What follows belongs to an exercise in optimizing a design on an open flow for small area, a short achievable clock period and few clock cycles per item; a production flow would make more cautious choices.
In this exercise RTL edits were held to simulation tests only and were not proved equivalent to the original.
Power is estimated from default activity; no workload was simulated.

### design/flow/constraint.sdc
create_clock -name core_clock -period 11.0 [get_ports {clk}]
set_input_delay 2.2000 -clock core_clock [delete_from_list [all_inputs] [get_ports {clk}]]
set_output_delay 2.2000 -clock core_clock [all_outputs]
set_load 0.01 [all_outputs]
### design/flow/design.v
module matrix_alu (
    input wire clk,
    input wire rst_n,
    input wire [2:0] op_code,
    input wire start,
    input wire [199:0] matrix_a_flat,
    input wire [2:0] m_a,
    input wire [2:0] n_a,
    input wire [199:0] matrix_b_flat,
    input wire [2:0] m_b,
    input wire [2:0] n_b,
    input wire [7:0] scalar,
    output reg [399:0] result_flat,
    output reg [2:0] result_m,
    output reg [2:0] result_n,
    output reg done,
    output reg valid,
    output reg busy
);
localparam OP_TRANSPOSE = 3'd0;
localparam OP_SCALAR    = 3'd1;
localparam OP_ADD       = 3'd2;
localparam OP_MULTIPLY  = 3'd3;
localparam IDLE    = 2'd0;
localparam COMPUTE = 2'd1;
localparam FINISH  = 2'd2;
reg [1:0] state;
reg [2:0] i, j;
reg [3:0] k;                 
reg [15:0] temp_sum;
reg [2:0] m_len, n_len;      
reg [2:0] mb_len;           
reg [2:0] nb_len;            
reg [15:0] mult_result_pipe1;
reg [15:0] sum_pipe2;
reg        valid_pipe1, valid_pipe2;
wire [7:0] a_elem, b_elem;
assign a_elem = matrix_a_flat[((i)*n_len+(j))*8 +: 8];
assign b_elem = matrix_b_flat[((i)*n_len+(j))*8 +: 8];
wire [7:0] a_ik, b_kj;
assign a_ik = (k[2:0] < n_len) ? matrix_a_flat[((i)*n_len+(k[2:0]))*8 +: 8] : 8'd0;
assign b_kj = (k[2:0] < mb_len) ? matrix_b_flat[((k[2:0])*nb_len+(j))*8 +: 8] : 8'd0;
wire [15:0] add_tmp, scalar_tmp, mul_tmp;
assign add_tmp = {8'd0, a_elem} + {8'd0, b_elem};
assign scalar_tmp = a_elem * scalar;
assign mul_tmp = a_ik * b_kj;
always @(posedge clk or negedge rst_n) begin
    if (!rst_n) begin
        state <= IDLE;
        done <= 1'b0;
        busy <= 1'b0;
        valid <= 1'b1;
        i <= 3'd0;
        j <= 3'd0;
        k <= 3'd0;
        temp_sum <= 16'd0;
        mb_len <= 3'd0;
        nb_len <= 3'd0;
        result_flat <= 400'd0;
        result_m <= 3'd0;
        result_n <= 3'd0;
        m_len <= 3'd0;
        n_len <= 3'd0;
        mult_result_pipe1 <= 16'd0;
        sum_pipe2 <= 16'd0;
        valid_pipe1 <= 1'b0;
        valid_pipe2 <= 1'b0;
    end else begin
        case (state)
            IDLE: begin
                done <= 1'b0;
                busy <= 1'b0;
                if (start) begin
                    case (op_code)
                        OP_TRANSPOSE: valid <= m_a >= 3'd1 && n_a >= 3'd1 && m_a <= 3'd5 && n_a <= 3'd5;
                        OP_ADD:       valid <= (m_a == m_b) && (n_a == n_b) && m_a >= 3'd1 && n_a >= 3'd1 && m_a <= 3'd5 && n_a <= 3'd5;
                        OP_SCALAR:    valid <= m_a >= 3'd1 && n_a >= 3'd1 && m_a <= 3'd5 && n_a <= 3'd5;
                        OP_MULTIPLY:  valid <= (n_a == m_b) && m_a >= 3'd1 && n_a >= 3'd1 && m_b >= 3'd1 && n_b >= 3'd1 &&
                                              m_a <= 3'd5 && n_a <= 3'd5 && m_b <= 3'd5 && n_b <= 3'd5;
                        default:      valid <= 1'b0;
                    endcase
                    busy <= 1'b1;
                    state <= COMPUTE;
                    i <= 3'd0;
                    j <= 3'd0;
                    k <= 4'd0;
                    temp_sum <= 16'd0;
                    m_len <= m_a;
                    n_len <= n_a;
                    mb_len <= m_b;
                    nb_len <= n_b;
                end
            end
            COMPUTE: begin
                if (!valid) begin
                    state <= FINISH;
                end else begin
                    case (op_code)
                        OP_TRANSPOSE: begin
                            result_flat[((j)*m_len+(i))*16 +: 16] <= {8'd0, a_elem};
                            if (j == n_len - 1) begin
                                j <= 3'd0;
                                if (i == m_len - 1) begin
                                    result_m <= n_len;
                                    result_n <= m_len;
                                    state <= FINISH;
                                end else begin
                                    i <= i + 1'b1;
                                end
                            end else begin
                                j <= j + 1'b1;
                            end
                        end
                        OP_ADD: begin
                            result_flat[((i)*n_len+(j))*16 +: 16] <= (add_tmp > 16'd255) ? 16'd255 : add_tmp;
                            if (j == n_len - 1) begin
                                j <= 3'd0;
                                if (i == m_len - 1) begin
                                    result_m <= m_len;
                                    result_n <= n_len;
                                    state <= FINISH;
                                end else begin
                                    i <= i + 1'b1;
                                end
                            end else begin
                                j <= j + 1'b1;
                            end
                        end
                        OP_SCALAR: begin
                            result_flat[((i)*n_len+(j))*16 +: 16] <= (scalar_tmp > 16'd255) ? 16'd255 : scalar_tmp;
                            if (j == n_len - 1) begin
                                j <= 3'd0;
                                if (i == m_len - 1) begin
                                    result_m <= m_len;
                                    result_n <= n_len;
                                    state <= FINISH;
                                end else begin
                                    i <= i + 1'b1;
                                end
                            end else begin
                                j <= j + 1'b1;
                            end
                        end
                        OP_MULTIPLY: begin
                            if (k < n_len) begin
                                if (k == 4'd0)
                                    temp_sum <= a_ik * b_kj;           
                                else
                                    temp_sum <= temp_sum + a_ik * b_kj;  
                                k <= k + 1'b1;
                            end else begin
                                result_flat[((i)*nb_len+(j))*16 +: 16] <= temp_sum;
                                k <= 4'd0;
                                temp_sum <= 16'd0;
                                if (j == nb_len - 1) begin
                                    j <= 3'd0;
                                    if (i == m_len - 1) begin
                                        result_m <= m_len;
                                        result_n <= nb_len;
                                        state <= FINISH;
                                    end else begin
                                        i <= i + 1'b1;
                                    end
                                end else begin
                                    j <= j + 1'b1;
                                end
                            end
                        end
                        default: state <= FINISH;
                    endcase
                end
            end
            FINISH: begin
                done <= 1'b1;
                busy <= 1'b0;
                state <= IDLE;
            end
            default: state <= IDLE;
        endcase
    end
end
endmodule
### design/flow/config.mk
export PLATFORM = sky130hd
export DESIGN_NAME = matrix_alu
export DESIGN_NICKNAME = matrix_alu
export VERILOG_FILES = /design/flow/design.v
export SDC_FILE = /design/flow/constraint.sdc
export NUM_CORES = 4
export LEC_CHECK = 0
export CAP_MARGIN = 20
export CORE_MARGIN = 2
export CORE_UTILIZATION = 40
export PLACE_DENSITY = 0.6
export SLEW_MARGIN = 20
### design/flow/run.sh
#!/bin/bash
# synth_recipe.tcl (not shown) runs the flow's synth.tcl, then flattens the netlist and writes it again
# the make line also repeats each setting of config.mk as NAME=value (left out here)
make -C /OpenROAD-flow-scripts/flow DESIGN_CONFIG=/design/flow/config.mk WORK_HOME=/design/flow/orfs CLKGATE_MAP_FILE= SYNTH_SCRIPT=/design/flow/synth_recipe.tcl finish
==> impl_metrics.ini, run 1 <==
[timing]
fin_hold_ws_ns = 0.4792
fmax_mhz = 96.43
finalHoldViolCount = 0
worstMarginPinSlew_ns = 1.379
period_share = 0.9428
fin_tns_setup_ns = 0
final.setup_skew_ns = 0.03917
rsz0062_at_grt = false
slew_headroom = 0.07371
slew_violations = 0
setup_ws_ns = 0.6297
finalSetupViolCount = 0
min_period_ns = 10.37

[worst_setup_path]
path_buf_inv = 9
worst_ep_required_time_ns = 11.45
worst_path_max_delay_cell = a222oi_1
crit_path_end_kind = register
arrival_ns = 10.82
crit_family = adder cells
critPathMostFrequentCell = fa_1
r2r_setup_slack_ns = 0.63
worst_setup_path_start_kind = register
worstPathMaxFanout = 14
critical_path_class = register to register
worst_path_largest_cell_delay_ns = 0.90

[synth]
netlist_area_sq_um = 36900
async_flop_share = 1.000
ys.flop_type = dfrtp_1
ys_seq_area_frac = 0.3046
yosysUniqueCellTypes = 99
synth_edf_count = 0
syn_nets = 4583
yosysWarnings = 1
ys_seq_elements = 449
synthCells = 3917
syn_area_per_cell_sq_um = 9.419

[global_route]
grt_pass1_vias = 37690
track_usage = 0.3918
grt_max_degree = 147
grt_pass1_wl_um = 271100
grt_overflow = 0
antenna_found_initial = 17

[floorplan]
placementRows = 111
dieArea_sq_um = 94680
start_util = 0.4031
die_h_um = 307.7
die_x_um = 307.7
coreArea_sq_um = 91520
io_pins = 835

[power]
p_comb_frac = 0.785
power.net_switching_mw = 9.092
vdd_drop_max_mv = 0.5026
power.density_nw_per_um2 = 341.6
pwr-share-seq = 0.110
totalPowerFinal_mw = 16.68
clockPowerShare = 0.105
netSwitchingFraction = 0.5452
internal_power_mw = 7.584
p_leak_nw = 20.03

[clocking]
cts_resized = 0
cts.sinks = 449
postCtsSetupBuffers = 0
clk_path_buf_depth = 3
cts_root_buffer = clkbuf_16
clk_pin_slew_worst_paths_ns = 0.06
numCtsBuffers = 48
postCtsHoldBufs = 0
cts_tree = yes
cts-htree-levels = 2
worstSkewPairLatency_ns = 0.63

[place]
gp_congestion = 1.045
placedInstanceArea_sq_um = 47080
place_ws_ns = 0.7055
dp_hpwl_um = 144700
dp.cells = 5810
port_buffers = 834

[detailed_routing]
drc = 0
num_vias = 38670
via_per_inst = 6.537
ant_nets = 0
drt_iter0_markers = 5205
firstDrtPassIters = 12
wl_per_cell_um = 32.12
wl_um = 190000

[finish]
layout-drive-gt1-share = 0.1308
seq_area_sq_um = 11240
layout.cells.non_filler = 5916
final_util = 0.5333
syn_to_final_growth_pct = 32.30
multi_input_area_sq_um = 24110
fin_nets = 5343
fin_area_sq_um = 48810
fillers = 8406

[min_path]
hp-class = register to register

[run_status]
outcome = timing/DRC/antenna clean

[job]
cap_violations = 0
[power by group through the flow]
stage	sequential (mW)	combinational, mW	clock (mW)
after floorplan	1.84	8.33	0
after global placement	1.85	12.7	0
after detailed placement	1.86	12.7	0
after CTS	1.83	12.8	1.75
after global routing	1.84	14.2	1.82
final	1.83	13.1	1.75
[worst min-delay path: cells and delay by family, from the launching register on]
| family | cells | cell delay, ns |
|---|---|---|
| AO/OA/AOI/OAI | 1 | 0.06 |
| flip-flops | 1 | 0.34 |
| AND/OR/NAND/NOR | 1 | 0.05 |
[routing by layer]
metal / GRT usage / wire length [um]
met5: 0.007235 / 136
met4: 0.2434 / 14340
met3: 0.08774 / 19550
met2: 0.6271 / 86500
met1: 0.4797 / 69470
[flip-flops by register name, indices dropped and copies added (netlist names), 2 cells and up]
register / cells
result_flat: 400
temp_sum: 16
k: 4
i: 3
j: 3
m_len: 3
mb_len: 3
n_len: 3
nb_len: 3
result_m: 3
result_n: 3
state: 2
[cells in the mapped netlist (48+ instances only)]
master      n  area share
a21oi_1   168       0.023
a222oi_1   75       0.020
a22o_1    165       0.039
a22oi_1    48      0.0098
and2_1     91       0.015
clkbuf_1  214       0.022
dfrtp_1   448        0.30
fa_1       87       0.047
ha_1      153       0.052
inv_1     183       0.019
mux4_2    208        0.13
nand2_1   476       0.048
nand3_1   100       0.014
nor2_1    296       0.030
nor3_1     67      0.0091
o21ai_0   303       0.041
or2_2      53      0.0090
[layout by cell type (no fill, tap or decap), types with 28 or more instances in the layout]
cell / netlist / layout
dfrtp_1: 448 / 448
and2_1: 91 / 92
a211oi_1: 29 / 28
xnor2_1: 44 / 41
nand2_1: 476 / 476
ha_1: 153 / 149
nor3_1: 67 / 53
a21o_1: 37 / 37
clkbuf_16: 0 / 49
nor2_1: 296 / 292
clkdlybuf4s50_1: 0 / 833
mux2i_1: 31 / 31
buf_4: 0 / 156
fa_1: 87 / 85
a31oi_1: 43 / 42
nand3_1: 100 / 99
o21ai_0: 303 / 302
a222oi_1: 75 / 75
a22oi_1: 48 / 48
or2_2: 53 / 53
inv_1: 183 / 183
and3_1: 29 / 28
mux4_2: 208 / 208
a21oi_1: 168 / 166
a221oi_1: 37 / 37
a22o_1: 165 / 165
[cells by family after synthesis]
| logic type | synth area share |
|---|---|
| simple gates | 0.1503 |
| flops | 0.3046 |
| xor+xnor | 0.02048 |
| fa+ha+maj | 0.09909 |
| buf+inv | 0.04988 |
| compound gates | 0.2345 |
| mux | 0.1412 |
[final cells by class]
cell class                 instances  area share
tap                             1186     0.03040
antenna                           14   0.0007177
clock buffer                      64     0.02812
inverter                         184     0.01415
sequential                       449      0.2302
multi-input combinational       2999      0.4939
clock inverter                    25    0.005793
timing repair buffer             995      0.1967
[path summary, 6_finish.rpt]
| kind | start | endpoint | cells past startpoint |
|---|---|---|---|
| setup / recovery | i[1] | result_flat[199] | 32 |
| hold / removal | result_flat[184] | result_flat[184] | 2 |
| setup reg to reg | i[1] | result_flat[199] | 32 |
| hold reg to reg | result_flat[184] | result_flat[184] | 2 |
| max in group asynchronous | rst_n | result_flat[88] | 3 |
| min in group asynchronous | rst_n | result_flat[200] | 1 |
Testbench counts, summed over its fixed seeds: cycles 35,114, ops 2,000.
==> inputs of run 2 (changes only) <==
==> design/flow/design.v (replaced) <==
module matrix_alu (
    input wire clk,
    input wire rst_n,
    input wire [2:0] op_code,
    input wire start,
    input wire [199:0] matrix_a_flat,
    input wire [2:0] m_a,
    input wire [2:0] n_a,
    input wire [199:0] matrix_b_flat,
    input wire [2:0] m_b,
    input wire [2:0] n_b,
    input wire [7:0] scalar,
    output reg [399:0] result_flat,
    output reg [2:0] result_m,
    output reg [2:0] result_n,
    output reg done,
    output reg valid,
    output reg busy
);
localparam OP_TRANSPOSE = 3'd0;
localparam OP_SCALAR    = 3'd1;
localparam OP_ADD       = 3'd2;
localparam OP_MULTIPLY  = 3'd3;
wire a_ok  = m_a >= 3'd1 && m_a <= 3'd5 && n_a >= 3'd1 && n_a <= 3'd5;
wire b_ok  = m_b >= 3'd1 && m_b <= 3'd5 && n_b >= 3'd1 && n_b <= 3'd5;
reg  legal;
always @* begin
    case (op_code)
        OP_TRANSPOSE: legal = a_ok;
        OP_SCALAR:    legal = a_ok;
        OP_ADD:       legal = a_ok && m_a == m_b && n_a == n_b;
        OP_MULTIPLY:  legal = a_ok && b_ok && n_a == m_b;
        default:      legal = 1'b0;
    endcase
end
wire is_tr  = op_code == OP_TRANSPOSE;
wire is_sc  = op_code == OP_SCALAR;
wire is_add = op_code == OP_ADD;
wire is_mul = op_code == OP_MULTIPLY;
reg [2:0] k;
wire last  = (k == n_a - 3'd1);
wire multi = is_mul && legal && n_a != 3'd1;
wire first = !busy;
reg [7:0] ag [0:24];
reg [7:0] bg [0:24];
integer r, c, nn;
always @* begin
    for (r = 0; r < 5; r = r + 1)
        for (c = 0; c < 5; c = c + 1) begin
            ag[r*5+c] = matrix_a_flat[(r*5+c)*8 +: 8];
            bg[r*5+c] = matrix_b_flat[(r*5+c)*8 +: 8];
            for (nn = 1; nn < 5; nn = nn + 1)
                if (c < nn) begin
                    if (n_a == nn) ag[r*5+c] = matrix_a_flat[(r*nn+c)*8 +: 8];
                    if (n_b == nn) bg[r*5+c] = matrix_b_flat[(r*nn+c)*8 +: 8];
                end
        end
end
reg [7:0] va [0:4];
reg [7:0] vb [0:4];
always @* begin
    for (r = 0; r < 5; r = r + 1) begin
        va[r] = ag[r*5+4];
        vb[r] = bg[20+r];
        for (nn = 0; nn < 4; nn = nn + 1)
            if (k == nn) begin
                va[r] = ag[r*5+nn];
                vb[r] = bg[nn*5+r];
            end
    end
end
reg [15:0] acc [0:24];
genvar gr, gc;
generate
for (gr = 0; gr < 5; gr = gr + 1) begin : row
    for (gc = 0; gc < 5; gc = gc + 1) begin : col
        wire [7:0]  x = is_mul ? va[gr] : ag[gr*5+gc];
        wire [7:0]  y = is_mul ? vb[gc] : (is_add ? 8'd1 : scalar);
        wire [15:0] z = is_mul ? (first ? 16'd0 : acc[gr*5+gc]) :
                        (is_add ? {8'd0, bg[gr*5+gc]} : 16'd0);
        wire [15:0] v = x * y + z;
        always @(posedge clk) begin
            if (is_tr)
                acc[gr*5+gc] <= {8'd0, ag[gc*5+gr]};
            else if (!is_mul && v[15:8] != 8'd0)
                acc[gr*5+gc] <= 16'd255;
            else
                acc[gr*5+gc] <= v;
        end
    end
end
endgenerate
always @(posedge clk or negedge rst_n) begin
    if (!rst_n) begin
        busy <= 1'b0;
        done <= 1'b0;
        k    <= 3'd0;
    end else if (busy) begin
        busy <= !last;
        done <= last;
        k    <= last ? 3'd0 : k + 3'd1;
    end else begin
        busy <= start && multi;
        done <= start && !multi;
        k    <= (start && multi) ? 3'd1 : 3'd0;
    end
end
always @(posedge clk) begin
    valid    <= legal;
    result_m <= is_tr ? n_a : m_a;
    result_n <= is_tr ? m_a : (is_mul ? n_b : n_a);
end
integer e;
always @* begin
    for (e = 0; e < 25; e = e + 1) begin
        result_flat[e*16 +: 16] = acc[e];
        for (nn = 1; nn < 5; nn = nn + 1)
            if (e < 5*nn && result_n == nn)
                result_flat[e*16 +: 16] = acc[(e/nn)*5 + e%nn];
    end
end
endmodule
==> impl_metrics.ini, run 2 <==
[run_status]
outcome = timing/DRC/antenna clean

[finish]
layout_common_cells = inv_1 (2185), nand2_1 (1655), fa_1 (1250)
layout-drive-gt1-share = 0.09129
syn_to_final_growth_pct = 18.79
final_common_cell = inv_1
top_register = acc
fin_area_sq_um = 119000
largest_register_ffs = 400
fin_nets = 16480

[detailed_routing]
drt_iter0_markers = 15930
via_per_inst = 6.329
drc = 0
wl_um = 688400
num_vias = 110800
ant_nets = 0
wl_per_cell_um = 39.31
firstDrtPassIters = 9

[global_route]
grt_max_degree = 186
antenna_found_initial = 247
grt_pass1_wl_um = 906900
track_usage = 0.5240
grt_overflow = 0
grt_pass1_vias = 102900

[worst_setup_path]
reg2regPathDepth = 29
path_buf_inv = 7
reg2reg_to = acc[19][5]
crit_family = adder cells
worstPathMaxFanout = 43
worst_ep_required_time_ns = 11.57
timing.rr.start = k[0]
worst_path_largest_cell_delay_ns = 0.74
arrival_ns = 10.96
worst_path_max_delay_cell = mux2i_2
r2r_setup_slack_ns = 1.49
critical_path_class = input port to register
worst_setup_path_start_kind = input port
crit_path_end_kind = register

[synth]
synthCells = 12960
synth_commonest_cells = inv_1 (2185), nand2_1 (1657), fa_1 (1250), nor2_1 (1179), ha_1 (885)
async_flop_share = 0.01214
yosysUniqueCellTypes = 112
synth_top_area_share = 0.2499
syn_nets = 15520
ys_top_cells_by_area = fa_1 (25%), ha_1 (11%), inv_1 (8.2%)
syn_area_per_cell_sq_um = 7.726
ys_seq_elements = 412
ys.flop_type = dfxtp_1
ys_seq_area_frac = 0.08261
synth_edf_count = 0
post-synth-top-count-cell = inv_1
netlist_area_sq_um = 100100
yosys.area.top_type = fa_1
yosysWarnings = 6

[clocking]
postCtsSetupBuffers = 0
clk_pin_slew_worst_paths_ns = 0.06
numCtsBuffers = 68
postCtsHoldBufs = 0
cts_resized = 0
cts_tree = yes
cts.sinks = 412
cts-htree-levels = 3
cts_root_buffer = clkbuf_16
worstSkewPairLatency_ns = 0.75
clk_path_buf_depth = 3

[min_path]
hp-class = register to register
holdPathStages = 1
min-delay-start = k[0]
hold_path_end = k[0]

[job]
cap_violations = 0

[timing]
final.setup_skew_ns = 0.05101
slew_violations = 0
finalSetupViolCount = 0
period_share = 0.9447
rsz0062_at_grt = false
fin_hold_ws_ns = 0.6126
fmax_mhz = 96.24
min_period_ns = 10.39
finalHoldViolCount = 0
worstMarginPinSlew_ns = 1.291
slew_headroom = 0.1300

[floorplan]
dieArea_sq_um = 254400
start_util = 0.4024
placementRows = 183
die_x_um = 504.4
die_h_um = 504.4
io_pins = 835
coreArea_sq_um = 248900

[place]
gp_congestion = 1.138
port_buffers = 834
dp_hpwl_um = 570800
placedInstanceArea_sq_um = 116100

[power]
p_leak_nw = 56.26
power.density_nw_per_um2 = 266.6
vdd_drop_max_mv = 0.3149
run 2: cell types whose count changed after synthesis, moves of 288 or more:
cell and change:
inv_1 +2002, nand2_1 +1181, fa_1 +1163, nor2_1 +883, ha_1 +732, dfrtp_1 -443, dfxtp_1 +407, mux2i_1 +390
a21oi_1 +372, o21ai_0 +288
run 2: cell families after synthesis:
group	synth area share
AO/OA/AOI/OAI	0.1761
XOR/XNOR	0.02153
adder cells (fa/ha/maj)	0.3604
buffers and inverters	0.1119
flip-flops	0.08261
multiplexers	0.05996
AND/OR/NAND/NOR	0.1875
run 2: worst max path at each step:
stage / startpoint / endpoint / slack [ns] / depth (start not counted)
6_report: n_a[1] / acc[16][4] / 0.61 / 27
5_1_grt: n_a[0] / acc[16][2] / 0.50 / 27
4_1_cts: n_a[1] / acc[16][4] / 0.85 / 27
3_5_place_dp: n_a[1] / acc[16][4] / 0.13 / 27
3_3_place_gp: n_a[1] / acc[19][7] / -0.51 / 28
2_1_floorplan: n_a[0] / acc[24][6] / 2.00 / 28
run 2: area by class of cell:
class	count	area, sq um
antenna	202	505.5
clock buffer	93	1961
clock inverter	32	419.2
fill	25290	129900
inverter	2185	8202
multi-input combinational	9691	81170
sequential	412	8299
tap	3330	4167
timing repair buffer	1565	14240
run 2: where the power goes:
| part | switching [mW] | internal (mW) |
|---|---|---|
| Clock | 1.04 | 1.44 |
| Combinational | 15.6 | 10.3 |
| Sequential | 1.35 | 1.94 |
| Total | 18.0 | 13.7 |
run 2: stage by stage:
step	setup WS [ns]	util	std cells	power [mW]	TNS, ns
floorplan	2.000	-	12960	19.24	0
global placement	-0.5082	0.4661	17180	28.26	-9.110
detailed placement	0.1266	0.4664	17180	28.23	0
CTS	0.8486	0.4759	17310	30.88	0
global route	0.5020	0.4764	17350	34.08	0
finish	0.6088	0.4780	17510	31.72	0
run 2: routing by layer:
metal | global-route usage | up-vias | share of wire
met1 | 0.6243 | 54350 | 0.36
met4 | 0.4734 | 78 | 0.10
li1 | - | 44840 | -
met2 | 0.7070 | 9056 | 0.39
met5 | 0 | - | 0.00079
met3 | 0.2249 | 2502 | 0.14
run 2: worst reg2reg max path: cells and delay by family, from the launching register on:
family	cells	cell delay, ns
AO/OA/AOI/OAI	8	2.81
adder cells (fa/ha/maj)	7	2.45
AND/OR/NAND/NOR	6	2.15
buffers and inverters	8	1.47
flip-flops	1	0.44
Testbench counts of run 2, summed over its fixed seeds: cycles 2,909, ops 2,000.

[separate check: timing with driven ports]
The results above use ideal ports. As a check the final layouts listed here were re-extracted and re-timed, cells and wires unchanged.
Step 1 (the two cells are an assumption about what drives the block):
set clk [get_ports {clk}]
set_driving_cell -lib_cell sky130_fd_sc_hd__clkbuf_16 $clk
set_driving_cell -lib_cell sky130_fd_sc_hd__buf_2 [delete_from_list [all_inputs] $clk]
Step 2, shift: input delay + t, output delay - t, t = (earliest + latest rising clock arrival at the registers) / 2. This alone moves slack from input paths to output paths.
a / b / c = no drivers / after step 1 / after step 2; a / b = the first two.
run | t (ns) | slack for setup (ns) | clock arrival spread, ns | worst data-port slew with drivers (ns)
run 1 | 0.679 | 0.630 / 0.630 / 0.573 | 0.040 / 0.040 | 0.22
run 2 | 0.832 | 0.609 / 0.695 / -0.136 | 0.051 / 0.051 | 0.30
Met with ideal ports but missed after step 2: setup timing in run 2. The setup slack of run 2, which loses most, moves by +0.086 ns with the drivers and by -0.745 ns with both steps.
